Background: an optimization exercise with open tools, aiming at small area. Do not read the settings as production practice.
The RTL was checked by simulation tests, not by an equivalence proof against the original design.
No activity file was given, so power comes from the tool's default toggle rates. The clock port is modelled as an ideal driver; clocking choices that lean on that would not hold on a real chip.

rev 12:
==> flow/design.v <==
`timescale 1ns / 1ps
module SCALER_CLOCK_v2(
		input clk33_i,
		input rst_i,
		output khz_clk_o
    );
	localparam [15:0] MATCH = 33333;
	reg [15:0] counter;
	reg khz_clk;
	always @(posedge clk33_i) begin
		if (rst_i) begin
			counter <= {16{1'b0}};
			khz_clk <= 1'b0;
		end else begin
			if (khz_clk) counter <= {16{1'b0}};
			else counter <= counter + 1;
			khz_clk <= (counter == MATCH);
		end
	end
	assign khz_clk_o = khz_clk;
endmodule
`timescale 1ns / 1ps
module ANITA3_scaler(
		clk_i,
		rst_i,
		pps_i,
		count_i,
		scaler_o
    );
	parameter WIDTH = 8;
	parameter PRESCALE = 0;
	input clk_i;
	input rst_i;
	input pps_i;
	input count_i;
	output [WIDTH-1:0] scaler_o;
	reg [WIDTH+PRESCALE-1:0] counter;
	wire [WIDTH+PRESCALE:0] counter_plus_one = counter + 1;
	reg [WIDTH-1:0] scaler;
	always @(posedge clk_i) begin
		if (rst_i) begin
			counter <= {WIDTH+PRESCALE{1'b0}};
			scaler <= {WIDTH{1'b0}};
		end else begin
			if (pps_i) counter <= {WIDTH+PRESCALE{1'b0}};
			else if (count_i && !counter_plus_one[WIDTH+PRESCALE]) counter <= counter_plus_one;
			if (pps_i) scaler <= counter[PRESCALE +: WIDTH];
		end
	end
	assign scaler_o = scaler;
endmodule
`timescale 1ns / 1ps
module SCALER_TOPv2(
		input clk33_i,
		input rst_i,
		input [16:0] scal_i,
		input [4:0] scal_addr_i,
		input scal_rd_i,
		output [15:0] scal_dat_o,
		output [15:0] refpulse_cnt_o
    );
	localparam [15:0] MATCH = 33333;
	reg [15:0] tcnt;
	reg tick;
	always @(posedge clk33_i) begin
		if (rst_i) begin
			tcnt <= {16{1'b0}};
			tick <= 1'b0;
		end else begin
			if (tick) tcnt <= {16{1'b0}};
			else tcnt <= tcnt + 1;
			tick <= (tcnt == MATCH);
		end
	end
	wire pre_tick = (tcnt == MATCH);         
	wire at_e34 = (tcnt == 16'd32);
	wire at_e35 = (tcnt == 16'd33);
	reg reading;
	reg maybe_reading_too_slow;
	always @(posedge clk33_i) begin
		if (rst_i) begin
			reading <= 1'b0;
			maybe_reading_too_slow <= 1'b0;
		end else begin
			if ((scal_addr_i == {5{1'b0}}) && scal_rd_i)
				reading <= 1;
			else if ((scal_addr_i == {5{1'b1}}) && scal_rd_i)
				reading <= 0;
			else if (tick && maybe_reading_too_slow)
				reading <= 0;
			if (!reading) maybe_reading_too_slow <= 0;
			else if (tick && reading) maybe_reading_too_slow <= 1;
		end
	end
	reg swap;
	always @(posedge clk33_i) swap <= at_e34 && !reading;
	reg rp0;
	always @(posedge clk33_i) begin
		if (rst_i) rp0 <= 1'b0;
		else rp0 <= scal_i[0];
	end
	wire [32:0] cin;
	genvar k;
	generate
		for (k=0;k<16;k=k+1) begin : IN
			assign cin[k] = scal_i[1 + ((k+4) % 16)];
			assign cin[16+k] = scal_i[0] & scal_i[1 + ((k+4) % 16)];
		end
	endgenerate
	assign cin[32] = scal_i[0] && !rp0;
	wire clr_hi = rst_i | at_e35;
	wire clr_lo_u = rst_i | tick;
	wire clr_lo_g = rst_i | pre_tick;
	reg [15:0] rbuf [31:0];
	reg [15:0] rp_buf;
	generate
		for (k=0;k<33;k=k+1) begin : CNT
			wire grp_g = (k >= 16);
			wire clr_lo = grp_g ? clr_lo_g : clr_lo_u;
			wire snap = grp_g ? pre_tick : tick;
			reg [15:0] c;
			reg [5:0] hold;
			wire [16:0] t;
			assign t[0] = cin[k];
			genvar i;
			for (i=0;i<16;i=i+1) begin : B
				if (i == 5) begin : C5
					assign t[i+1] = t[i] & c[i] & !clr_lo;
				end else begin : CI
					assign t[i+1] = t[i] & c[i];
				end
				wire clr = (i < 6) ? clr_lo : clr_hi;
				always @(posedge clk33_i) c[i] <= !clr & (c[i] ^ t[i]);
			end
			always @(posedge clk33_i)
				if (snap) hold <= c[5:0];
			wire [9:0] hi = c[15:6];
			if (k < 32) begin : RB
				always @(posedge clk33_i)
					if (swap) rbuf[k] <= {hi, hold};
			end else begin : RP
				always @(posedge clk33_i)
					if (swap) rp_buf <= {hi, hold};
			end
		end
	endgenerate
	reg [4:0] addr_q;
	always @(posedge clk33_i) addr_q <= scal_addr_i;
	assign scal_dat_o = rbuf[addr_q];
	assign refpulse_cnt_o = rp_buf;
endmodule
Settings: LEC_CHECK=0, CAP_MARGIN=20, CORE_MARGIN=2, CORE_UTILIZATION=60, CTS_BUF_LIST=sky130_fd_sc_hd__clkbuf_16, CTS_CLUSTER_DIAMETER=60, CTS_CLUSTER_SIZE=24, PLACE_DENSITY=0.75, SLEW_MARGIN=20; clock period 10.0 ns.
standard.sh (not shown) runs the stock make flow with config.mk's settings and CLKGATE_MAP_FILE= SYNTH_SCRIPT=/design/flow/synth_recipe.tcl, a recipe that flattens the netlist after the stock synthesis.
==> flow/flow/run.sh <==
#!/bin/bash
# The standard layout (standard.sh), with these changes:
#  - synthesis maps the logic with flow/abc_speed.script (area-oriented
#    mapping with relaxed delay, no buffering; the layout buffers later) and
#    without the half/full-adder extraction step (ADDER_MAP_FILE empty), so
#    abc maps the counters' adders together with their clears. Registers
#    are mapped before abc, so they are the standard synthesis's;
#  - port buffers are buf_1;
#  - the clock tree is built without dummy loads.
set -e
here=$(pwd)
rm -rf scripts_mod
cp -r "$FLOW_HOME/scripts" scripts_mod
cp flow/abc_speed.script scripts_mod/abc_speed.script
export SCRIPTS_DIR="$here/scripts_mod"
export ADDER_MAP_FILE=
export BUFFER_PORTS_ARGS="-buffer_cell sky130_fd_sc_hd__buf_1"
export CTS_ARGS="-sink_clustering_enable -repair_clock_nets -dont_use_dummy_load -buf_list sky130_fd_sc_hd__clkbuf_16 -sink_clustering_size 32 -sink_clustering_max_diameter 70"
bash standard.sh finish > standard.log 2>&1
==> flow/flow/abc_speed.script <==
&get -n
&st
&dch -f
&nf -R 1000 -F 8 -A 4 -a
&put
topo
dnsize -c
### rev 12 -> rev 13
--- a/flow/design.v
+++ b/flow/design.v
@@ -128,11 +128,15 @@
 					assign t[i+1] = t[i] & c[i] & !clr_lo;
 				end else begin : CI
 					assign t[i+1] = t[i] & c[i];
 				end
 				wire clr = (i < 6) ? clr_lo : clr_hi;
-				always @(posedge clk33_i) c[i] <= !clr & (c[i] ^ t[i]);
+				if (k == 32 && i == 15) begin : Z
+					always @(posedge clk33_i) c[i] <= 1'b0;
+				end else begin : U
+					always @(posedge clk33_i) c[i] <= !clr & (c[i] ^ t[i]);
+				end
 			end
 			always @(posedge clk33_i)
 				if (snap) hold <= c[5:0];
 			wire [9:0] hi = c[15:6];
 			if (k < 32) begin : RB
Results
Number of flops mapped to enable cells by yosys: rev 12 vs rev 13, no meaningful difference. Between rev 13 and rev 12, the difference in floorplan core area is negligible. | final worst slack | rev 13 vs rev 12 | better |. The switching power share of the total on rev 12 is in line with that on rev 13. Per the comparison of rev 13 with rev 12, number of cells on the critical path -2; sequential share of layout area ~0 delta; amount of wire on met2 after detailed routing -about 5%; wire length -3.6 mm. Of rev 13 and rev 12, rev 12 shows the higher first-pass GRT wire length, with rev 13 below it. Rev 12 | stages: all done | timing, DRC, antenna: all pass. Rev 13 | status: complete | timing, DRC, antenna: pass. Compared with rev 12, in rev 13 via density per instance now smaller; initial core utilization flat; final cell count without fillers shrank by 14. Rev 12 vs rev 13, topmost layer with routed signal wires: met5 vs met4.

port drivers added, routing unchanged:
Ports are ideal in the flow. The routed layouts listed here were re-timed in OpenROAD. Step 1, drivers: a clkbuf_16 drives clk33_i and a buf_2 each remaining input, both assumed. Step 2 times the ports against the registers' clock, not the clock port: input delays grow and output delays shrink by t, the midpoint of the rising clock arrivals with the driver on. Three values: ideal ports, drivers, drivers and shift; two values: the first two.
| run | t (ns) | setup WS [ns] | hold slack, ns | clock arrival spread, ns | worst register clock-pin slew, ns |
|---|---|---|---|---|---|
| rev 12 | 0.691 | 3.893 / 3.826 / 4.516 | 0.399 / 0.399 / 0.399 | 0.093 / 0.093 | 0.11 / 0.11 |
| rev 13 | 0.688 | 4.026 / 3.960 / 4.611 | 0.381 / 0.381 / 0.381 | 0.062 / 0.062 | 0.12 / 0.12 |
After both steps setup and hold are still met in every run listed.
